This is an optimization exercise on Yosys and OpenROAD, whose aim is small area, not a production implementation.
RTL that was checked went through simulation tests only; none was proved equivalent to the original.
The RTL of run 4 was laid out without a check of its function.
Power and IR drop assume default switching activity. The flow treats the clock pin as an ideal source, which a real chip does not have.

===== design/flow/config.mk =====
export PLATFORM = sky130hd
export DESIGN_NAME = bfm_fifo_sync
export DESIGN_NICKNAME = bfm_fifo_sync
export VERILOG_FILES = /design/flow/design.v
export SDC_FILE = /design/flow/constraint.sdc
export NUM_CORES = 4
export LEC_CHECK = 0
export CAP_MARGIN = 20
export CORE_MARGIN = 2
export CORE_UTILIZATION = 60
export CTS_CLUSTER_DIAMETER = 100
export CTS_CLUSTER_SIZE = 30
export PLACE_DENSITY = 0.75
export SETUP_SLACK_MARGIN = 0.1
export SLEW_MARGIN = 20
export SYNTH_HIERARCHICAL = 1
export SYNTH_MINIMUM_KEEP_SIZE = 0

===== design/flow/constraint.sdc =====
create_clock -name core_clock -period 6.5 [get_ports {clk}]
set_input_delay 1.3000 -clock core_clock [delete_from_list [all_inputs] [get_ports {clk}]]
set_output_delay 1.3000 -clock core_clock [all_outputs]
set_load 0.01 [all_outputs]

===== design/flow/design.v =====
`timescale 1ns/1ps
module bfm_fifo_sync #(
    parameter   SHOWAHEAD = 1,
    parameter   ABITS    = 7,
    parameter   DBITS    = 16,
    parameter   FTHRD    = 100,
    parameter   ETHRD    = 2
)(
    input  wire             clk,
    input  wire             rst,
    input  wire [DBITS-1:0] wr_data,
    input  wire             wren,
    input  wire             rden,
    output wire [DBITS-1:0] rd_data,
    output wire             wrfull,
    output wire             rdempty,
    output wire [ABITS-1:0] fifo_num
);
localparam DEPTH = FTHRD - 1;       
localparam NGRP  = DEPTH / 3;
reg [DBITS-1:0] dat_mem [0:DEPTH-1];
reg [DBITS-1:0] head;
reg [ABITS-1:0] counter_int;
reg             wrfull_r;
reg             rdempty_r;
wire wr_allow = wren & ~wrfull_r;
wire rd_allow = rden & ~rdempty_r;
assign wrfull   = wrfull_r;
assign rdempty  = rdempty_r;
assign fifo_num = counter_int;
wire cnt_0  = (counter_int == 0);
wire cnt_1  = (counter_int == 1);
wire head_from_wr = cnt_0 | cnt_1;
wire head_load    = rd_allow | (wr_allow & cnt_0);
wire mem_wr  = wr_allow & ~cnt_0 & ~(cnt_1 & rd_allow);
wire mem_rd  = rd_allow & ~cnt_1;
reg [1:0] wr_pos, rd_pos;
reg [5:0] wr_grp, rd_grp;
always @(posedge clk or posedge rst)
    if (rst) begin
        wr_pos <= 2'd0;
        wr_grp <= 6'd0;
    end else if (mem_wr) begin
        wr_pos <= (wr_pos == 2'd2) ? 2'd0 : wr_pos + 1'b1;
        if (wr_pos == 2'd2)
            wr_grp <= (wr_grp == NGRP-1) ? 6'd0 : wr_grp + 1'b1;
    end
always @(posedge clk or posedge rst)
    if (rst) begin
        rd_pos <= 2'd0;
        rd_grp <= 6'd0;
    end else if (mem_rd) begin
        rd_pos <= (rd_pos == 2'd2) ? 2'd0 : rd_pos + 1'b1;
        if (rd_pos == 2'd2)
            rd_grp <= (rd_grp == NGRP-1) ? 6'd0 : rd_grp + 1'b1;
    end
wire [2:0]       wr_pos_en, rd_pos_en;
wire [NGRP-1:0]  wr_grp_en, rd_grp_en;
wire [DEPTH-1:0] wr_sel, rd_sel;
genvar i;
generate
    for (i = 0; i < 3; i = i + 1) begin : g_pos
        assign wr_pos_en[i] = mem_wr & (wr_pos == i);
        assign rd_pos_en[i] = (rd_pos == i);
    end
    for (i = 0; i < NGRP; i = i + 1) begin : g_grp
        assign wr_grp_en[i] = (wr_grp == i);
        assign rd_grp_en[i] = (rd_grp == i);
    end
    for (i = 0; i < DEPTH; i = i + 1) begin : g_mem
        fifo_and2 u_we (.a(wr_grp_en[i/3]), .b(wr_pos_en[i%3]), .y(wr_sel[i]));
        fifo_and2 u_re (.a(rd_grp_en[i/3]), .b(rd_pos_en[i%3]), .y(rd_sel[i]));
        always @(posedge clk)
            if (wr_sel[i]) dat_mem[i] <= wr_data;
    end
endgenerate
wire [DBITS-1:0] mem_out;
generate
    for (i = 0; i < DBITS; i = i + 1) begin : g_rbit
        wire [DEPTH-1:0] col;
        wire [NGRP-1:0]  grp_n;
        genvar j;
        for (j = 0; j < DEPTH; j = j + 1) begin : g_col
            assign col[j] = dat_mem[j][i];
        end
        for (j = 0; j < NGRP; j = j + 1) begin : g_g3
            fifo_aoi222 u_g (.a0(col[3*j]),   .s0(rd_sel[3*j]),
                             .a1(col[3*j+1]), .s1(rd_sel[3*j+1]),
                             .a2(col[3*j+2]), .s2(rd_sel[3*j+2]),
                             .y_n(grp_n[j]));
        end
        assign mem_out[i] = ~&grp_n;
    end
endgenerate
always @(posedge clk)
    if (head_load) head <= head_from_wr ? wr_data : mem_out;
assign rd_data = head & {DBITS{~rst}};
always @(posedge clk or posedge rst)
    if (rst)
        counter_int <= {ABITS{1'b0}};
    else if (wr_allow & ~rd_allow)
        counter_int <= counter_int + 1'b1;
    else if (~wr_allow & rd_allow)
        counter_int <= counter_int - 1'b1;
always @(posedge clk or posedge rst)
    if (rst)           wrfull_r <= 1'b0;
    else if (wr_allow) wrfull_r <= (counter_int >= FTHRD-1);
    else if (rd_allow) wrfull_r <= 1'b0;
always @(posedge clk or posedge rst)
    if (rst)           rdempty_r <= 1'b1;
    else if (rd_allow) rdempty_r <= (counter_int <= ETHRD-1);
    else if (wr_allow) rdempty_r <= 1'b0;
endmodule
module fifo_aoi222 (
    input  wire a0, s0, a1, s1, a2, s2,
    output wire y_n
);
assign y_n = ~((a0 & s0) | (a1 & s1) | (a2 & s2));
endmodule
module fifo_and2 (
    input  wire a, b,
    output wire y
);
assign y = a & b;
endmodule

===== design/flow/run.sh =====
#!/bin/bash
# synth_recipe.tcl (not shown) runs the flow's synth.tcl, then flattens the netlist and writes it again
# the make line also repeats each setting of config.mk as NAME=value (left out here)
make -C /OpenROAD-flow-scripts/flow DESIGN_CONFIG=/design/flow/config.mk WORK_HOME=/design/flow/orfs CLKGATE_MAP_FILE= SYNTH_SCRIPT=/design/flow/synth_recipe.tcl finish

==> results by group, run 1 <==
Run status
  • Status: timing/DRC/antenna clean

Timing
  • Slew headroom: 25.77%
  • Setup TNS: 0 ns
  • Fin Clk Skew: approximately 0.034 ns
  • Hold violation total from the final report: 0
  • Crit path time final: roughly 4.4 ns
  • RSZ-0062 raised after global routing: false
  • Slew Limit Fails: 0
  • Worst-Margin Slew: 1.113 ns
  • Final period utilization: ~68%
  • Fmax: roughly 230 MHz
  • Final setup viols: 0

Yosys
  • Syn Inst Count: between 2000 and 3000
  • Sequential area share after synthesis: a little over four fifths
  • Fraction of registers with async set/reset: roughly 1.5%
  • Cell variety after synth: 45
  • Most common cell in the netlist: edfxtp_1
  • Syn_nets: about 2900
  • Top FF cell, synth: edfxtp_1
  • Synth top cells by count: edfxtp_1 (1600), a222oi_1 (528), and2_1 (198)
  • Top cell type by total area after synthesis: edfxtp_1
  • Post-Syn Area: 57900 sq um
  • Yosys reg bits: roughly 1600
  • Share of Yosys cell area claimed by the top area cell type: roughly 83%
  • Post-Syn Area per Cell: 20.56 sq um
  • Post-synth EDFFs: 1600
  • Synth Warn #: 8
  • Top cells by area, synth: edfxtp_1 (83%), a222oi_1 (9.1%), and2_1 (2.1%)

Global routing
  • GRT met3 Usage: under 10%
  • Top Usage Layer GRT: met2
  • Congestion Overflow GR: 0
  • First-pass GRT wire length: roughly 220000 um
  • M2 GR Usage: a little under half
  • Number of global-route vias before repair: slightly above 30000
  • Largest net degree at the start of global routing: 80
  • Met1 Usage GRT: 45.06%
  • Initial antenna violation count: 6
  • Total GRT Usage: between 30% and 40%

Worst setup path
  • Critical path launch point type: flip-flop
  • Crit path DAT: 4.85 ns
  • CP Class: reg2reg
  • Worst EP required: 6.95 ns
  • Reg-to-reg slack, setup: 2.10 ns
  • Worst setup EP type: flip-flop
  • Crit path cell chain: inv_1 > ha_1 > nand2_1 > nor2_1 > and2_1 > a222oi_1 > nand4_1 > or4_1 > nor3_1 > a31oi_1
  • Worst-path maximum fanout: 16
  • Slowest stage delay, CP: around 0.72 ns
  • Slowest cell on crit path: or4_1

Clock network
  • CTS H-Tree Depth: 2
  • Worst-path clk slew: roughly 0.11 ns
  • Post_cts resized: 0
  • Skew-Pair Late Insertion Delay: approximately 0.7 ns
  • Setup bufs post-CTS: 0
  • Clock root cell: clkbuf_16
  • TritonCTS clock tree: yes
  • Num CTS Buffers: 60
  • Clock Sink Count: between 1500 and 2000
  • Post-CTS Hold Buffers: 0
  • Max clock buf depth: 3

Pwr
  • Switching share of power: around 27%
  • Comb power frac: 15.0%
  • Net Sw Power: approximately 0.0053 W
  • Internal: ~0.014 W
  • PwrDens: 318.4 nW/um^2
  • Final Power: just under 0.02 W
  • Worst IR drop on VDD: about 0.26 mV
  • Clock power share: between 20% and 30%
  • LEAKAGE: about 19 nW
  • Seq pwr share: between 60% and 70%

Final layout
  • Post-route non-filler standard cell count: ~4200
  • P&R area growth vs syn: 6.586%
  • Final design area excluding fillers: about 60000 sq um
  • Share of cells above drive strength 1: under 10%
  • Final net count: approximately 3000
  • Layout Utilization: roughly 65%

Floorplan
  • Core area: 95290 sq um
  • Initial core utilization: about three fifths
  • Top Ports: 45
  • Row count: 113
  • DIE WIDTH: between 300 and 400 um
  • Die area: between 90000 and 100000 sq um
  • Die H: between 300 and 400 um

Placement
  • Placer Congestion: slightly below 1
  • Post-detail-place hpwl: around 94000 um
  • Area post-placement: around 60000 sq um
  • DP Cell Count: between 4000 and 5000
  • PortBufs: 44

Routing
  • Vias: 32350
  • Avg WL per Cell: approximately 36 um
  • DR pass1 iterations: 17
  • Avg Vias per Cell: approximately 7.6
  • Iter 0 DRT Violations: approximately 7600
  • DRT antenna net count: 0
  • Final wirelength: between 150000 and 200000 um
  • DRC: 0

Hold path
  • Worst min path class: reg2reg

Flow run
  • Max_cap viols: 0
[registers in the layout (all words and copies together) (netlist names)]
| name | count |
|---|---|
| wrfull_r | 1 |
| counter_int | 7 |
| wr_pos | 2 |
| wr_grp | 6 |
| rd_grp | 6 |
| rdempty_r | 1 |
| rd_pos | 2 |
| head | 16 |
| dat_mem | 1584 |
[worst max-delay path, delay by kind of cell, from the launching register on]
| kind | cells | cell delay (ns) |
|---|---|---|
| AND/OR/NAND/NOR | 6 | 2.52 |
| buffers and inverters | 1 | 0.10 |
| flip-flops | 1 | 0.43 |
| adder cells (fa/ha/maj) | 1 | 0.21 |
| AO/OA/AOI/OAI | 2 | 0.86 |
[area by class of cell]
type / count / area [sq um]
Antenna cell: 3 / 7.507
Clock buffer: 84 / 1592
Clock inverter: 3 / 55.05
Fill cell: 6235 / 33580
Inverter: 9 / 33.78
Multi-Input combinational cell: 1167 / 9144
Sequential cell: 1625 / 48670
Tap cell: 1265 / 1583
Timing Repair Buffer: 73 / 630.6
[worst paths after layout]
| check | start | endpoint | depth (start not counted) |
|---|---|---|---|
| max | rd_grp[1]$_DFFE_PP0P_ | head[1]$_DFFE_PP_ | 10 |
| min in group asynchronous | rst | rd_grp[2]$_DFFE_PP0P_ | 3 |
| max in group asynchronous | rst | rdempty_r$_DFFE_PP1P_ | 3 |
| max reg2reg | rd_grp[1]$_DFFE_PP0P_ | head[1]$_DFFE_PP_ | 10 |
| min | rdempty_r$_DFFE_PP1P_ | rdempty_r$_DFFE_PP1P_ | 2 |
| min reg2reg | rdempty_r$_DFFE_PP1P_ | rdempty_r$_DFFE_PP1P_ | 2 |
[metrics by stage]
stage / worst slack, ns / hold WS (ns)
3_3_place_gp: 1.888 / 0.5273
4_1_cts: 2.362 / 0.5569
3_5_place_dp: 1.879 / 0.5364
5_1_grt: 2.087 / 0.5631
2_1_floorplan: 2.683 / 0.4819
6_report: 2.098 / 0.5600
[routing by layer]
layer	wire length [um]	vias to the layer above
li1	-	12890
met1	54160	16310
met2	69630	2773
met3	21200	365
met4	7628	6
met5	37	-
[kinds of logic (layout without fill, tap and decap cells)]
logic type	after synthesis	in the layout	share of synthesized area [%]
buffers and inverters	24	169	0.1707
AOI/OAI and AO/OA	566	566	9.596
DFF	1625	1625	84.06
xor gates and xnor gates	11	11	0.1664
and+or+nand+nor	567	567	5.519
other	0	3	0
adders and majority gates	14	14	0.3025
muxes	9	9	0.1880
[cells in the final DEF (no fill, tap or decap), drive strengths merged, types with 3 or more instances in the layout]
cell type,Yosys,final
xor2,3,3
mux2,9,9
xnor2,8,8
clkbuf,13,84
nor2,91,91
a222oi,528,528
buf,2,45
and2,198,198
a21oi,5,5
nand2b,6,6
nand2,46,46
o21ai,7,7
nand3,21,21
nand4,117,117
or4,16,16
nor3,36,36
clkdlybuf4s50,0,28
edfxtp,1600,1600
inv,9,10
diode,0,3
and3,5,5
nor2b,20,20
a31oi,17,17
dfrtp,24,24
ha,14,14
[modules after synthesis (local to each module, per instance)]
| module | area, sq um | times used | cells | flops+latches |
|---|---|---|---|---|
| bfm_fifo_sync | 51380 | 1 | 2090 | 1625 |
| fifo_aoi222 | 10.01 | 528 | 1 | 0 |
| fifo_and2 | 6.256 | 198 | 1 | 0 |
[power by group through the flow]
stage / clock [W] / combinational [W] / sequential (W)
after floorplan: 0 / 0.00123 / 0.0122
after global placement: 0 / 0.00275 / 0.0123
after detailed placement: 0 / 0.00281 / 0.0123
after CTS: 0.00463 / 0.00282 / 0.0121
after global routing: 0.00497 / 0.00299 / 0.0121
final: 0.00463 / 0.00295 / 0.0121
==> inputs of run 2 (changes only) <==
--- a/design/flow/design.v
+++ b/design/flow/design.v
@@ -54,22 +54,22 @@
         if (rd_pos == 2'd2)
             rd_grp <= (rd_grp == NGRP-1) ? 6'd0 : rd_grp + 1'b1;
     end
-wire [2:0]       wr_pos_en, rd_pos_en;
-wire [NGRP-1:0]  wr_grp_en, rd_grp_en;
+wire [2:0]       wr_pos_en, rd_pos_n;
+wire [NGRP-1:0]  wr_grp_en, rd_grp_n;
 wire [DEPTH-1:0] wr_sel, rd_sel;
 genvar i;
 generate
     for (i = 0; i < 3; i = i + 1) begin : g_pos
         assign wr_pos_en[i] = mem_wr & (wr_pos == i);
-        assign rd_pos_en[i] = (rd_pos == i);
+        assign rd_pos_n[i]  = (rd_pos != i);
     end
     for (i = 0; i < NGRP; i = i + 1) begin : g_grp
         assign wr_grp_en[i] = (wr_grp == i);
-        assign rd_grp_en[i] = (rd_grp == i);
+        assign rd_grp_n[i]  = (rd_grp != i);
     end
     for (i = 0; i < DEPTH; i = i + 1) begin : g_mem
         fifo_and2 u_we (.a(wr_grp_en[i/3]), .b(wr_pos_en[i%3]), .y(wr_sel[i]));
-        fifo_and2 u_re (.a(rd_grp_en[i/3]), .b(rd_pos_en[i%3]), .y(rd_sel[i]));
+        fifo_nor2 u_re (.a(rd_grp_n[i/3]), .b(rd_pos_n[i%3]), .y(rd_sel[i]));
         always @(posedge clk)
             if (wr_sel[i]) dat_mem[i] <= wr_data;
     end
@@ -123,3 +123,9 @@
 );
 assign y = a & b;
 endmodule
+module fifo_nor2 (
+    input  wire a, b,
+    output wire y
+);
+assign y = ~(a | b);
+endmodule
==> design/flow/flow/run.sh (new file) <==
#!/bin/bash
# The standard layout (standard.sh) with two changes: the ports get the
# smallest buffer (buf_1) instead of the default, and clock tree synthesis
# builds its tree from clkbuf_8 with larger sink clusters and without dummy
# loads. The full output of the ORFS make run goes to standard.log here.
set -euo pipefail
export BUFFER_PORTS_ARGS="-buffer_cell sky130_fd_sc_hd__buf_1"
export CTS_ARGS="-sink_clustering_enable -repair_clock_nets -sink_clustering_size 18 -sink_clustering_max_diameter 80 -dont_use_dummy_load -buf_list sky130_fd_sc_hd__clkbuf_8"
bash ./standard.sh > standard.log 2>&1
==> design/flow/standard.sh (new file) <==
#!/bin/bash
# synth_recipe.tcl (not shown) runs the flow's synth.tcl, then flattens the netlist and writes it again
# the make line also repeats each setting of config.mk as NAME=value (left out here)
make -C /OpenROAD-flow-scripts/flow DESIGN_CONFIG=/design/flow/config.mk WORK_HOME=/design/flow/orfs CLKGATE_MAP_FILE= SYNTH_SCRIPT=/design/flow/synth_recipe.tcl "${@:-finish}"
--- a/design/flow/config.mk
+++ b/design/flow/config.mk
@@ -8,8 +8,6 @@
 export CAP_MARGIN = 20
 export CORE_MARGIN = 2
 export CORE_UTILIZATION = 60
-export CTS_CLUSTER_DIAMETER = 100
-export CTS_CLUSTER_SIZE = 30
 export PLACE_DENSITY = 0.75
 export SETUP_SLACK_MARGIN = 0.1
 export SLEW_MARGIN = 20
removed: design/flow/run.sh
==> run 2 against run 1 <==
Effect of this change:
- wire length shrank 0.49%
- clock-buffer cell count rose by 16
- power is 5.1% lower
- critical path depth decreased by 1
- utilization fell by 0.41 points
- clock power fell by 9.1%
- via count fell by 0.63%
- sequential share of layout area rose by 0.62 points
- clock skew rose by 0.044 ns
- register-to-register slack lost 0.08 ns
- setup slack worse by 0.084 ns
- critical endpoint is now head[13]$_DFFE_PP_
- highest routed layer unchanged
==> results by group, run 2 <==
Flow run
  • Max_cap viols: 0 (unchanged)

Yosys
  • Most common cell in the netlist: edfxtp_1
  • Fraction of registers with async set/reset: 1.538% (unchanged)
  • Top cells by area, synth: edfxtp_1 (83%), a222oi_1 (9.2%), nand4_1 (1.3%)
  • Synth top cells by count: edfxtp_1 (1600), a222oi_1 (528), nor2_1 (156)
  • Synth Warn #: 8 (unchanged)
  • Syn_nets: 2850 (unchanged)
  • Sequential area share after synthesis: 84.48% (+0.42 points)
  • Post-Syn Area per Cell: 20.46 sq um (-0.50%)
  • Syn Inst Count: 2816 (unchanged)
  • Post-Syn Area: 57620 sq um (-0.50%)
  • Cell variety after synth: 46 (+2.2%)
  • Top cell type by total area after synthesis: edfxtp_1
  • Share of Yosys cell area claimed by the top area cell type: 83.39% (+0.41 points)
  • Yosys reg bits: 1625 (unchanged)
  • Post-synth EDFFs: 1600 (unchanged)
  • Top FF cell, synth: edfxtp_1

Routing
  • DRC: 0 (unchanged)
  • DRT antenna net count: 0 (unchanged)
  • Final wirelength: 151900 um (-0.49%)
  • DR pass1 iterations: 13 (-4)
  • Avg Vias per Cell: 7.548 (-1.3%)
  • Avg WL per Cell: 35.67 um (-1.2%)
  • Vias: 32150 (-0.63%)
  • Iter 0 DRT Violations: 7434 (-2.6%)

Worst setup path
  • CP Depth: 9 (-1)
  • CP Class: reg2reg
  • Crit path buf inv count: 2 (+1)
  • R2R depth: 9 (-1)
  • Slowest stage delay, CP: 0.83 ns (+0.11 ns)
  • Worst setup EP type: flip-flop
  • Worst EP required: 7.01 ns (+0.06 ns)
  • Critical path launch point type: flip-flop
  • Critical Path Sink: head[13]$_DFFE_PP_
  • Capturing point of the worst reg2reg path: head[13]$_DFFE_PP_
  • Largest delay share family, worst path: simple AND/OR/NAND/NOR gates
  • Slowest cell on crit path: a222oi_1
  • Worst-path maximum fanout: 19 (+3)
  • Worst reg2reg path startpoint: rd_pos[1]$_DFFE_PP0P_
  • Crit path cell chain: inv_1 > nand2_1 > buf_4 > nor2_1 > a222oi_1 > nand4_1 > or4_1 > nor3_1 > a31oi_1
  • Reg-to-reg slack, setup: 2.01 ns (-0.08 ns)
  • Setup crit start: rd_pos[1]$_DFFE_PP0P_
  • Crit path DAT: 4.99 ns (+0.14 ns)

Final layout
  • Fillers: 6159 (-1.2%)
  • Biggest register: dat_mem
  • Commonest cells after routing, fill and taps aside: edfxtp_1 (1600), a222oi_1 (528), nand4_1 (117)
  • Layout Utilization: 64.36% (-0.41 points)
  • Final net count: 3024 (+1.8%)
  • Storage element area: 48670 sq um (unchanged)
  • Final design area excluding fillers: 61240 sq um (-0.78%)
  • Area occupied by multi-input gates: 8995 sq um (-1.6%)
  • Most common cell after layout, fill and taps aside: edfxtp_1
  • Top Registers: dat_mem: 1584 flops, head: 16 flops, counter_int: 7 flops
  • P&R area growth vs syn: 6.282%
  • Largest register FFs: 1584 (unchanged)
  • Share of cells above drive strength 1: 7.530% (+3.1 points)

Timing
  • Worst-Margin Slew: 1.195 ns (+0.08195 ns)
  • Fmax: 223.0 MHz (-1.9%)
  • Final setup viols: 0 (unchanged)
  • Slew headroom: 20.01% (-5.8 points)
  • Hold violation total from the final report: 0 (unchanged)
  • Setup TNS: 0 ns (unchanged)
  • Crit path time final: 4.485 ns (+0.08368 ns)
  • Final period utilization: 69.00% (+1.3 points)
  • RSZ-0062 raised after global routing: false
  • Fin Clk Skew: 0.07706 ns (+0.04354 ns)
  • Slew Limit Fails: 0 (unchanged)

Floorplan
  • Die H: 313.9 um (-0.24%)
  • Die area: 98520 sq um (-0.49%)
  • Top Ports: 45 (unchanged)
  • Core area: 95150 sq um (-0.15%)
  • DIE WIDTH: 313.9 um (-0.24%)
  • Row count: 113 (unchanged)
  • Initial core utilization: 60.55% (-0.21 points)

Run status
  • Status: timing/DRC/antenna clean

Hold path
  • Worst min path class: reg2reg

Clock network
  • Post_cts resized: 0 (unchanged)
  • Post-CTS Hold Buffers: 0 (unchanged)
  • Skew-Pair Late Insertion Delay: 0.81 ns (+0.09 ns)
  • Worst-path clk slew: 0.11 ns (about the same)
  • Setup bufs post-CTS: 0 (unchanged)
  • CTS H-Tree Depth: 3 (+1)
  • TritonCTS clock tree: yes
  • Clock root cell: clkbuf_8
  • Num CTS Buffers: 100 (+67%)
  • Max clock buf depth: 3 (unchanged)
  • Clock Sink Count: 1625 (unchanged)

Pwr
  • Worst IR drop on VDD: 0.2469 mV (-5.1%)
  • Final Power: 0.01864 W (-5.1%)
  • LEAKAGE: 18.57 nW (-1.3%)
  • PwrDens: 304.4 nW/um^2 (-4.4%)

Global routing
  • Congestion Overflow GR: 0 (unchanged)
  • First-pass GRT wire length: 212900 um (-1.2%)
  • Largest net degree at the start of global routing: 74 (-7.5%)
  • Total GRT Usage: 30.51% (-0.12 points)
  • Number of global-route vias before repair: 30530 (+1.0%)
  • Initial antenna violation count: 10 (+4)

Placement
  • PortBufs: 44 (unchanged)
  • Placer Congestion: 1.022 (+4.0%)
  • Area post-placement: 59690 sq um (-0.61%)
  • Post-detail-place hpwl: 93510 um (-0.28%)
==> run 2: changes by cell type in the layout (fill, tap and decap cells not counted), sizes merged, moves of 22 or more <==
| cell | delta |
|---|---|
| clkdlybuf4s50 | -28 |
| nand2 | +22 |
| and2 | -94 |
| nor2 | +65 |
| clkbuf | +32 |
| buf | +23 |
==> run 2: layout make-up <==
cell class | instances | area share (%)
flip-flops and latches | 1625 | 79.48
multi-input cells | 1165 | 14.69
well taps | 1265 | 2.585
clock buffers | 100 | 2.248
repair buffers | 84 | 0.8847
inverters | 14 | 0.08582
diodes | 6 | 0.02452
==> run 2: cells by family after synthesis <==
| kind of cell | after synthesis | synth area share (%) |
|---|---|---|
| AO/OA/AOI/OAI | 569 | 9.631 |
| XOR/XNOR | 11 | 0.1672 |
| adder cells (fa/ha/maj) | 14 | 0.3040 |
| buffers and inverters | 26 | 0.1694 |
| flip-flops | 1625 | 84.48 |
| multiplexers | 7 | 0.1390 |
| AND/OR/NAND/NOR | 564 | 5.112 |
==> run 2: worst min path at each step <==
stage	to	cells past startpoint	startpoint
floorplan	rdempty_r$_DFFE_PP1P_	2	rdempty_r$_DFFE_PP1P_
global placement	rdempty_r$_DFFE_PP1P_	2	rdempty_r$_DFFE_PP1P_
detailed placement	rdempty_r$_DFFE_PP1P_	2	rdempty_r$_DFFE_PP1P_
CTS	rdempty_r$_DFFE_PP1P_	2	rdempty_r$_DFFE_PP1P_
global route	rdempty_r$_DFFE_PP1P_	2	rdempty_r$_DFFE_PP1P_
finish	rdempty_r$_DFFE_PP1P_	2	rdempty_r$_DFFE_PP1P_
==> run 2: worst register-to-register path, delay by kind of cell, from the launching register on <==
kind / cells / cell delay, ns
flops: 1 / 0.39
compound gates: 2 / 0.96
simple gates: 5 / 2.22
buf+inv: 2 / 0.64
==> run 2: modules after synthesis (local to each module, per instance) <==
module | cell area [sq um] | cells
bfm_fifo_sync | 51340 | 2090
fifo_and2 | 6.256 | 1
fifo_nor2 | 3.754 | 1
fifo_aoi222 | 10.01 | 1
==> run 2: layer usage <==
layer	track usage, %	wire [um]
met1	41.57	51430
met3	5.489	19360
met4	12.83	7488
met2	49.34	73620
met5	0	13
==> run 2: per-stage QoR <==
step / instances / worst slack (ns) / hold slack (ns)
2_1_floorplan: 2816 / 2.087 / 0.4819
4_1_cts: 4248 / 2.345 / 0.5683
3_3_place_gp: 4143 / 2.257 / 0.5421
5_1_grt: 4255 / 2.044 / 0.6114
6_report: 4259 / 2.015 / 0.5762
3_5_place_dp: 4148 / 2.233 / 0.5507
==> run 2: power breakdown <==
group / internal, W / switching, W / total, W / leakage (nW)
clock: 0.00138 / 0.00283 / 0.00421 / 0.719
combinational: 0.000587 / 0.00183 / 0.00242 / 3.14
sequential: 0.0118 / 0.000186 / 0.0120 / 14.7
==> inputs of run 3 (changes only) <==
==> design/flow/flow/run.sh (replaced) <==
#!/bin/bash
# The standard layout (standard.sh) with two changes: the ports get the
# smallest buffer (buf_1) instead of the default, and clock tree synthesis
# uses sink clusters of up to 30 flip-flops and without dummy
# loads. The full output of the ORFS make run goes to standard.log here.
set -euo pipefail
export BUFFER_PORTS_ARGS="-buffer_cell sky130_fd_sc_hd__buf_1"
export CTS_ARGS="-sink_clustering_enable -repair_clock_nets -sink_clustering_size 30 -sink_clustering_max_diameter 100 -dont_use_dummy_load"
bash ./standard.sh > standard.log 2>&1
==> run 3 against run 2 <==
Effect of this change:
- wire length is 0.54% lower
- highest routed layer unchanged
- still clean on timing, DRC and antenna
- via count is 0.12% lower
- clock power is 5.5% higher
- register-to-register slack better by 0.02 ns
- die area stayed put
- setup slack better by 0.022 ns
- global-route usage is 0.34 points lower
- non-clock buffer count is 1 lower
- hold slack worse by 0.0081 ns
- clock-buffer cell count is 40 lower
- maximum frequency is 0.49% higher
==> results by group, run 3 <==
Pwr
  • LEAKAGE: 18.59 nW (about the same)
  • Worst IR drop on VDD: 0.2497 mV (+1.2%)
  • Final Power: 0.01889 W (+1.3%)
  • PwrDens: 307.8 nW/um^2 (+1.1%)

Timing
  • Final period utilization: 68.67% (-0.34 points)
  • Fin Clk Skew: 0.07748 ns (+0.0004126 ns)
  • Slew headroom: 19.81% (-0.21 points)
  • Setup TNS: 0 ns (unchanged)
  • Final hold slack: 0.5681 ns (-0.008074 ns)
  • RSZ-0062 raised after global routing: false
  • Crit path time final: 4.463 ns (-0.02195 ns)
  • Slew Limit Fails: 0 (unchanged)
  • Worst-Margin Slew: 1.198 ns (+0.003078 ns)
  • Hold violation total from the final report: 0 (unchanged)
  • Final setup viols: 0 (unchanged)
  • Fmax: 224.0 MHz (+0.49%)

Clock network
  • Skew-Pair Late Insertion Delay: 0.68 ns (-0.13 ns)
  • TritonCTS clock tree: yes
  • Worst-path clk slew: 0.11 ns (about the same)
  • Setup bufs post-CTS: 0 (unchanged)
  • CTS H-Tree Depth: 2 (-1)
  • Clock Sink Count: 1625 (unchanged)
  • Post_cts resized: 0 (unchanged)
  • Post-CTS Hold Buffers: 0 (unchanged)
  • Num CTS Buffers: 60 (-40%)
  • Clock root cell: clkbuf_16
  • Max clock buf depth: 3 (unchanged)

Yosys
  • Fraction of registers with async set/reset: 1.538% (unchanged)
  • Post-synth EDFFs: 1600 (unchanged)
  • Post-Syn Area per Cell: 20.46 sq um (unchanged)
  • Most common cell in the netlist: edfxtp_1
  • Synth top cells by count: edfxtp_1 (1600), a222oi_1 (528), nor2_1 (156)
  • Top FF cell, synth: edfxtp_1
  • Yosys reg bits: 1625 (unchanged)
  • Post-Syn Area: 57620 sq um (unchanged)
  • Synth Warn #: 8 (unchanged)
  • Syn_nets: 2850 (unchanged)
  • Syn Inst Count: 2816 (unchanged)
  • Sequential area share after synthesis: 84.48% (unchanged)
  • Top cell type by total area after synthesis: edfxtp_1
  • Share of Yosys cell area claimed by the top area cell type: 83.39% (unchanged)
  • Cell variety after synth: 46 (unchanged)
  • Top cells by area, synth: edfxtp_1 (83%), a222oi_1 (9.2%), nand4_1 (1.3%)

Global routing
  • First-pass GRT wire length: 211500 um (-0.66%)
  • M2 GR Usage: 48.81% (-0.54 points)
  • GRT met3 Usage: 4.578% (-0.91 points)
  • Top Usage Layer GRT: met2
  • Largest net degree at the start of global routing: 74 (unchanged)
  • Total GRT Usage: 30.17% (-0.34 points)
  • Number of global-route vias before repair: 30110 (-1.4%)
  • Congestion Overflow GR: 0 (unchanged)
  • Met1 Usage GRT: 41.45% (-0.12 points)
  • Initial antenna violation count: 12 (+2)

Worst setup path
  • Worst-path maximum fanout: 19 (unchanged)
  • Worst EP required: 6.90 ns (-0.11 ns)
  • Worst setup EP type: flip-flop
  • Critical path launch point type: flip-flop
  • CP Class: reg2reg
  • Crit path DAT: 4.86 ns (-0.13 ns)

Run status
  • Status: timing/DRC/antenna clean

Final layout
  • Storage element area: 48670 sq um (unchanged)
  • P&R area growth vs syn: 6.486%
  • Commonest cells after routing, fill and taps aside: edfxtp_1 (1600), a222oi_1 (528), nand4_1 (117)
  • Final net count: 2983 (-1.4%)
  • Area occupied by multi-input gates: 9002 sq um (about the same)
  • Most common cell after layout, fill and taps aside: edfxtp_1
  • Fillers: 6141 (-0.29%)
  • Post-route non-filler standard cell count: 4215 (-1.0%)
  • Largest register FFs: 1584 (unchanged)
  • Share of cells above drive strength 1: 6.345% (-1.2 points)
  • Biggest register: dat_mem
  • Final design area excluding fillers: 61350 sq um (+0.19%)
  • Top Registers: dat_mem: 1584 flops, head: 16 flops, counter_int: 7 flops

Placement
  • Post-detail-place hpwl: 93510 um (unchanged)
  • DP Cell Count: 4148 (unchanged)
  • Area post-placement: 59690 sq um (unchanged)
  • Placer Congestion: 1.022 (unchanged)
  • PortBufs: 44 (unchanged)

Floorplan
  • Initial core utilization: 60.55% (unchanged)
  • Die H: 313.9 um (unchanged)
  • Row count: 113 (unchanged)
  • DIE WIDTH: 313.9 um (unchanged)
  • Die area: 98520 sq um (unchanged)
  • Top Ports: 45 (unchanged)
  • Core area: 95150 sq um (unchanged)

Routing
  • DR pass1 iterations: 14 (+1)
  • Avg Vias per Cell: 7.617 (+0.92%)
  • Vias: 32110 (-0.12%)
  • DRC: 0 (unchanged)
  • Iter 0 DRT Violations: 7462 (+0.38%)
  • Avg WL per Cell: 35.84 um (+0.50%)
  • DRT antenna net count: 0 (unchanged)
  • Final wirelength: 151100 um (-0.54%)

Flow run
  • Max_cap viols: 0 (unchanged)

Hold path
  • Worst min path class: reg2reg
run 3: cell count changes in the layout (fill, tap and decap cells not counted):
cell / previous run / this run
nor2_1: 102 / 99
nor2_2: 54 / 57
clkbuf_16: 0 / 60
buf_4: 38 / 37
diode_2: 6 / 3
clkbuf_8: 100 / 0
run 3: layer usage:
layer,vias up,part of all wire (%)
met1,16200,34
met3,344,13
li1,12900,-
met4,8,5.5
met2,2661,48
met5,-,0.038
run 3: path summary, 6_finish.rpt:
path / from / end / slack, ns / cells after the start
max: rd_pos[1]$_DFFE_PP0P_ / head[13]$_DFFE_PP_ / 2.04 / 9
min: rdempty_r$_DFFE_PP1P_ / rdempty_r$_DFFE_PP1P_ / 0.57 / 2
min reg2reg: rdempty_r$_DFFE_PP1P_ / rdempty_r$_DFFE_PP1P_ / 0.57 / 2
max in group asynchronous: rst / rd_pos[0]$_DFFE_PP0P_ / 4.89 / 2
max reg2reg: rd_pos[1]$_DFFE_PP0P_ / head[13]$_DFFE_PP_ / 2.04 / 9
min in group asynchronous: rst / rd_grp[2]$_DFFE_PP0P_ / 1.20 / 2
run 3: logic make-up (layout without fill, tap and decap cells):
kind of cell / after synthesis / count (layout) / synth area share, %
multiplexers: 7 / 7 / 0.1390
AND/OR/NAND/NOR: 564 / 564 / 5.112
other: 0 / 3 / 0
XOR/XNOR: 11 / 11 / 0.1672
buffers and inverters: 26 / 157 / 0.1694
flip-flops: 1625 / 1625 / 84.48
adder cells (fa/ha/maj): 14 / 14 / 0.3040
AO/OA/AOI/OAI: 569 / 569 / 9.631
run 3: worst max-delay path, cell delays in order (launching register included):
cell and delay [ns]:
dfrtp_1 0.39, inv_1 0.09, nand2_1 0.55, buf_4 0.56, nor2_1 0.41, a222oi_1 0.78
nand4_1 0.31, or4_1 0.68, nor3_1 0.26, a31oi_1 0.12
run 3: layout make-up:
type,instances,share of cell area [%]
multi-input cells,1165,14.67
inverters,14,0.08565
diodes,3,0.01224
flip-flops and latches,1625,79.33
clock buffers,60,2.447
repair buffers,83,0.8708
well taps,1265,2.580
run 3: report_power, final:
part | switching (W) | leakage, nW | internal, W
logic | 0.00184 | 3.14 | 0.000588
registers | 0.000185 | 14.7 | 0.0118
clock network | 0.00279 | 0.739 | 0.00166
run 3: Yosys stat by module (local to each module, per instance):
module	copies in the design	area [sq um]	cells	flip-flops and latches
bfm_fifo_sync	1	51340	2090	1625
fifo_and2	99	6.256	1	0
fifo_aoi222	528	10.01	1	0
fifo_nor2	99	3.754	1	0
run 3: per-stage QoR:
stage | worst slack (ns) | utilization (%)
2_1_floorplan | 2.087 | -
3_3_place_gp | 2.257 | 62.67
3_5_place_dp | 2.233 | 62.74
4_1_cts | 2.352 | 64.31
5_1_grt | 2.066 | 64.47
6_report | 2.037 | 64.48
==> inputs of run 4 (changes only) <==
==> design/flow/design.v (replaced) <==
`timescale 1ns/1ps 
module bfm_fifo_sync #(
    parameter   SHOWAHEAD = 1,  
    parameter   ABITS    = 7,
    parameter   DBITS    = 16,
    parameter   FTHRD    = 100,
    parameter   ETHRD    = 2
)( 
    input           wire                clk,
    input           wire                rst,
    input           wire    [DBITS-1:0] wr_data,
    input           wire                wren,
    input           wire                rden,
    output          wire    [DBITS-1:0] rd_data,
    output          wire                wrfull,
    output          wire                rdempty,
    output          wire    [ABITS-1:0] fifo_num
);
reg [DBITS-1 :0] dat_mem[2**ABITS-1:0] ;
reg [ABITS-1 :0] wr_point;
reg [ABITS-1 :0] rd_point;
reg [DBITS-1 :0] rd_data_r;
reg [ABITS-1 :0] counter_int;
reg wrfull_r;
reg rdempty_r;
wire wr_allow;
wire rd_allow;
assign wr_allow = wren & (!wrfull_r);
assign rd_allow = rden & (!rdempty_r);
assign wrfull = wrfull_r;
assign rdempty = rdempty_r;
assign fifo_num = counter_int;
always @ (posedge clk,posedge rst)
begin 
    if (rst) begin 
        wr_point <= {ABITS{1'd0}};
    end 
    else if (wr_allow) begin 
        wr_point <= wr_point + 1'd1;
    end 
    else begin 
        wr_point <= wr_point;
    end 
end 
always @ (posedge clk)
begin 
    if (wr_allow) begin 
        dat_mem[wr_point] <= wr_data;
    end 
    else begin 
        dat_mem[wr_point] <= dat_mem[wr_point];
    end 
end 
always @ (posedge clk,posedge rst)
begin 
    if (rst) begin 
        rd_point <= {ABITS{1'd0}};
    end 
    else if (rd_allow) begin 
        rd_point <= rd_point + 1'd1;
    end 
    else begin 
        rd_point <= rd_point;
    end 
end 
generate 
    if (SHOWAHEAD) begin 
        always @ (*)
        begin 
            if (rst) begin 
                rd_data_r <= {DBITS{1'd0}};
            end 
            else if (rd_allow) begin 
                rd_data_r <= dat_mem[rd_point];
            end 
            else begin 
                rd_data_r <= dat_mem[rd_point];
            end 
        end 
    end 
    else begin 
        always @ (posedge clk,posedge rst)
        begin 
            if (rst) begin 
                rd_data_r <= {DBITS{1'd0}};
            end 
            else if (rd_allow) begin 
                rd_data_r <= dat_mem[rd_point];
            end 
            else begin 
                rd_data_r <= rd_data_r;
            end 
        end 
    end 
endgenerate 
assign rd_data = rd_data_r;
always @ (posedge clk,posedge rst) 
begin 
    if (rst) begin 
        counter_int <= {ABITS{1'd0}};
    end 
    else if (wr_allow == 1 && rd_allow == 0) begin 
        counter_int <= counter_int + 1'd1;
    end 
    else if (wr_allow == 0 && rd_allow == 1) begin 
        counter_int <= counter_int - 1'd1;
    end 
    else begin 
        counter_int <= counter_int;
    end 
end 
always @ (posedge clk,posedge rst)
begin 
    if (rst) begin 
        wrfull_r <= 1'd0;
    end 
    else if (wr_allow) begin 
        if (counter_int >= FTHRD-1) begin 
            wrfull_r <= 1'd1;
        end 
        else begin 
            wrfull_r <= 1'd0;
        end 
    end 
    else if (rd_allow) begin 
        wrfull_r <= 1'd0;
    end 
    else begin 
        wrfull_r <= wrfull_r;
    end 
end 
always @(posedge clk,posedge rst)
begin 
    if (rst) begin 
        rdempty_r <= 1'd1;
    end 
    else if (rd_allow) begin 
        if (counter_int <= ETHRD-1) begin 
            rdempty_r <= 1'd1;
        end 
        else begin 
            rdempty_r <= 1'd0;
        end 
    end 
    else if (wr_allow) begin 
        rdempty_r <= 1'd0;
    end 
    else begin 
        rdempty_r <= rdempty_r;
    end 
end 
endmodule
==> design/flow/run.sh (new file) <==
#!/bin/bash
# synth_recipe.tcl (not shown) runs the flow's synth.tcl, then flattens the netlist and writes it again
# the make line also repeats each setting of config.mk as NAME=value (left out here)
make -C /OpenROAD-flow-scripts/flow DESIGN_CONFIG=/design/flow/config.mk WORK_HOME=/design/flow/orfs CLKGATE_MAP_FILE= SYNTH_SCRIPT=/design/flow/synth_recipe.tcl finish
--- a/design/flow/config.mk
+++ b/design/flow/config.mk
@@ -7,9 +7,7 @@
 export LEC_CHECK = 0
 export CAP_MARGIN = 20
 export CORE_MARGIN = 2
-export CORE_UTILIZATION = 60
-export PLACE_DENSITY = 0.75
+export CORE_UTILIZATION = 40
+export PLACE_DENSITY = 0.6
 export SETUP_SLACK_MARGIN = 0.1
 export SLEW_MARGIN = 20
-export SYNTH_HIERARCHICAL = 1
-export SYNTH_MINIMUM_KEEP_SIZE = 0
removed: design/flow/flow/run.sh
removed: design/flow/standard.sh
==> run 4 against run 3 <==
Effect of this change:
- largest cell class unchanged
- non-clock buffer count up 257
- wire length up 48%
- global-route usage down 8.6 points
- critical path depth down 1
- via count up 28%
- flip-flop and latch count up 446
- clock-buffer cell count up 191
- sequential power up 27%
- final area up 51%
- combinational power rose to 5.0 times the previous value
- register-to-register slack better by 0.81 ns
- final cell count up 66%
==> results by group, run 4 <==
Worst setup path
  • Crit path DAT: 4.99 ns (+0.13 ns)
  • Crit path cell chain: inv_4 > buf_4 > a221o_1 > a21oi_1 > buf_4 > a2111oi_0 > nor4_2 > clkdlybuf4s50_1
  • Slowest cell on crit path: nor4_2
  • Critical path launch point type: flip-flop
  • Worst EP required: 5.20 ns (-1.70 ns)
  • Worst-path maximum fanout: 25 (+6)
  • Crit path buf inv count: 4 (+2)
  • Worst setup EP type: output pin
  • Slowest stage delay, CP: 0.84 ns (+0.06 ns)
  • CP Class: reg2out
  • Largest delay share family, worst path: buffers and inverters
  • Most frequent CP cell: buf_4

Global routing
  • Initial antenna violation count: 6 (-6)
  • Largest net degree at the start of global routing: 113 (+53%)
  • Total GRT Usage: 21.55% (-8.6 points)
  • Congestion Overflow GR: 0 (unchanged)
  • First-pass GRT wire length: 314500 um (+49%)
  • Number of global-route vias before repair: 40560 (+35%)

Final layout
  • Commonest cells after routing, fill and taps aside: edfxtp_1 (2048), mux4_2 (412), buf_4 (284)
  • Biggest register: dat_mem
  • P&R area growth vs syn: 14.03%
  • Storage element area: 62090 sq um (+28%)
  • Area occupied by multi-input gates: 17440 sq um (+94%)
  • Most common cell after layout, fill and taps aside: edfxtp_1
  • Final net count: 4179 (+40%)
  • Fillers: 16730 (+170%)
  • Largest register FFs: 2048 (+29%)
  • Share of cells above drive strength 1: 25.56% (+19 points)

Routing
  • Final wirelength: 223400 um (+48%)
  • Vias: 41150 (+28%)
  • DRC: 0 (unchanged)
  • DRT antenna net count: 0 (unchanged)
  • Iter 0 DRT Violations: 5245 (-30%)
  • Avg Vias per Cell: 5.882 (-23%)
  • Avg WL per Cell: 31.93 um (-11%)
  • DR pass1 iterations: 5 (-9)

Yosys
  • Syn_nets: 3859 (+35%)
  • Top FF cell, synth: edfxtp_1
  • Post-Syn Area: 81030 sq um (+41%)
  • Post-synth EDFFs: 2048 (+28%)
  • Most common cell in the netlist: edfxtp_1
  • Cell variety after synth: 79 (+72%)
  • Largest family of logic cells by synthesized area: multiplexers
  • Fraction of registers with async set/reset: 1.111% (-0.43 points)
  • Mux contribution to synthesized area: 15.08% (+15 points)
  • Top cells by area, synth: edfxtp_1 (76%), mux4_2 (11%), mux2i_1 (3.0%)
  • Syn Inst Count: 3832 (+36%)
  • XOR/XNOR share of the synthesized area: 0.2054% (+0.038 points)
  • Post-Synth Adder-Cell Area: 0.1081% (-0.20 points)
  • Post-Syn Area per Cell: 21.15 sq um (+3.3%)
  • Synth Warn #: 1 (-7)
  • Share of Yosys cell area claimed by the top area cell type: 75.90% (-7.5 points)
  • Yosys reg bits: 2071 (+27%)
  • Synth top cells by count: edfxtp_1 (2048), mux4_2 (412), mux2i_1 (241)
  • Post-synthesis simple-gate area fraction: 2.386% (-2.7 points)
  • Top cell type by total area after synthesis: edfxtp_1
  • Synth Area in Compound Gates: 3.559% (-6.1 points)
  • Sequential area share after synthesis: 76.61% (-7.9 points)

Flow run
  • Max_cap viols: 0 (unchanged)

Timing
  • Final hold slack: 0.4926 ns (-0.07555 ns)
  • Hold violation total from the final report: 0 (unchanged)
  • RSZ-0062 raised after global routing: false
  • Setup TNS: 0 ns (unchanged)
  • Final setup viols: 0 (unchanged)
  • Fin Clk Skew: 0.05396 ns (-0.02351 ns)
  • Worst-Margin Slew: 1.130 ns (-0.06865 ns)
  • Slew headroom: 23.72% (+3.9 points)
  • Fmax: 158.9 MHz (-29%)
  • Crit path time final: 6.294 ns (+1.831 ns)
  • Slew Limit Fails: 0 (unchanged)
  • Final period utilization: 96.83% (+28 points)

Clock network
  • Max clock buf depth: 3 (unchanged)
  • Num CTS Buffers: 204 (+240%)
  • TritonCTS clock tree: yes
  • CTS H-Tree Depth: 4 (+2)
  • Clock root cell: clkbuf_16
  • Skew-Pair Late Insertion Delay: 0.85 ns (+0.17 ns)
  • Clock Sink Count: 2071 (+27%)
  • Worst-path clk slew: 0.06 ns (-0.05 ns)

Floorplan
  • Top Ports: 45 (unchanged)
  • DIE WIDTH: 454.1 um (+45%)
  • Die H: 454.1 um (+45%)
  • Core area: 201700 sq um (+110%)
  • Row count: 165 (+46%)
  • Initial core utilization: 40.17% (-20 points)
  • Die area: 206200 sq um (+110%)

Pwr
  • Worst IR drop on VDD: 0.3028 mV (+21%)
  • LEAKAGE: 29.29 nW (+58%)
  • PwrDens: 421.1 nW/um^2 (+37%)

Placement
  • Placer Congestion: 0.8565 (-16%)
  • Post-detail-place hpwl: 133300 um (+43%)
  • PortBufs: 44 (unchanged)

Hold path
  • Worst min path class: reg2reg

Run status
  • Status: timing/DRC/antenna clean
==> run 4: cell count changes after synthesis, moves of 38 or more <==
cell and change:
a21oi_1 +60, a221oi_1 +64, a222oi_1 -528, a22oi_1 +38, and2_1 -96, buf_2 +52, clkbuf_1 +69, edfxtp_1 +448
mux2i_1 +239, mux4_2 +412, nand2_1 +38, nand4_1 -111
==> run 4: through the flow <==
| step | cells | util, % | worst slack (ns) | power, W | instance area (sq um) |
|---|---|---|---|---|---|
| 6_report | 6997 | 45.81 | 0.2059 | 0.03890 | 92390 |
| 5_1_grt | 6996 | 45.81 | 0.1017 | 0.04009 | 92390 |
| 4_1_cts | 6995 | 45.79 | 0.1288 | 0.03912 | 92360 |
| 3_5_place_dp | 6611 | 42.52 | 0.6826 | 0.02754 | 85750 |
| 3_3_place_gp | 6610 | 42.51 | 0.7373 | 0.02750 | 85740 |
| 2_1_floorplan | 3832 | - | 2.895 | 0.02294 | 81030 |
==> run 4: worst reg2reg max path, delay by kind of cell (launching register included) <==
family / cells / cell delay (ns)
buf+inv: 4 / 1.46
simple gates: 3 / 1.49
flops: 1 / 0.40
==> run 4: cells by family after synthesis <==
kind of cell               count (synthesis)
AOI/OAI and AO/OA                        388
and+or+nand+nor                          421
buffers and inverters                    237
muxes                                    689
adders and majority gates                  7
DFF                                     2071
xor gates and xnor gates                  19
==> run 4: cell type report <==
class | instances | area share, %
flip-flops and latches | 2071 | 67.20
multi-input cells | 1524 | 18.88
clock buffers | 251 | 5.739
well taps | 2672 | 3.618
repair buffers | 340 | 3.189
clock inverters | 127 | 1.319
inverters | 11 | 0.05010
diodes | 1 | 0.002708
==> run 4: routing by layer <==
layer  wire length (um)  up-vias  part of all wire [%]  global-route usage [%]
met2             106600     1929                    48                   34.14
met3              17850      321                   8.0                   3.689
met5                 41        -                 0.018                       0
met4               6891        6                   3.1                   6.738
li1                   -    16710                     -                       -
met1              92060    22190                    41                   30.56
==> run 4: worst paths after layout <==
| path | from | end | slack [ns] | cells after the start |
|---|---|---|---|---|
| max in group asynchronous | rst | rd_point[0]$_DFFE_PP0P_ | 4.84 | 4 |
| worst max-delay path | rd_point[3]$_DFFE_PP0P_ | rd_data[6] | 0.21 | 8 |
| min in group asynchronous | rst | rd_point[2]$_DFFE_PP0P_ | 1.27 | 4 |
| worst max register to register | wrfull_r$_DFFE_PP0P_ | dat_mem[121][7]$_DFFE_PP_ | 2.85 | 7 |
| worst min register to register | rdempty_r$_DFFE_PP1P_ | rdempty_r$_DFFE_PP1P_ | 0.49 | 2 |
| worst min-delay path | rdempty_r$_DFFE_PP1P_ | rdempty_r$_DFFE_PP1P_ | 0.49 | 2 |
==> run 4: timing repair <==
action / in CTS / in global routing
resized for setup: 1 / 0
endpoints found under the setup margin: 13 / 0
setup buffers: 6 / 0
hold buffers: 0 / 0
==> run 4: report_power, final <==
| group | leakage [nW] | switching (W) | total, W | internal (W) |
|---|---|---|---|---|
| logic | 7.45 | 0.00730 | 0.0121 | 0.00476 |
| clock network | 3.16 | 0.00506 | 0.0115 | 0.00649 |
| registers | 18.7 | 0.000288 | 0.0153 | 0.0150 |

## what the ideal ports hide
No port has a modelled driver above. Below, the same layouts with a new extraction and two added sets of constraints. Step 1 assumes that a clkbuf_16 drives the clock port and a buf_2 every other input. Step 2 also shifts input and output timing later by t, the mid clock arrival at the registers, as if the neighbouring blocks saw the same clock. Slacks: no drivers / after step 1 / after step 2; pairs: no drivers / after step 1.
| run | t (ns) | slack for setup (ns) | worst register clock-pin slew, ns | worst data-port slew with drivers (ns) |
|---|---|---|---|---|
| run 1 | 0.772 | 2.098 / 2.098 / 1.728 | 0.12 / 0.12 | 0.04 |
| run 2 | 0.834 | 2.015 / 2.015 / 2.015 | 0.11 / 0.11 | 0.05 |
| run 3 | 0.715 | 2.037 / 2.037 / 2.037 | 0.11 / 0.11 | 0.05 |
| run 4 | 0.923 | 0.206 / 0.114 / 1.038 | 0.07 / 0.07 | 0.08 |
After both steps setup and hold are still met in every run listed. The setup slack of run 1, which loses most, moves by 0.000 ns with the drivers and by -0.370 ns with both steps.
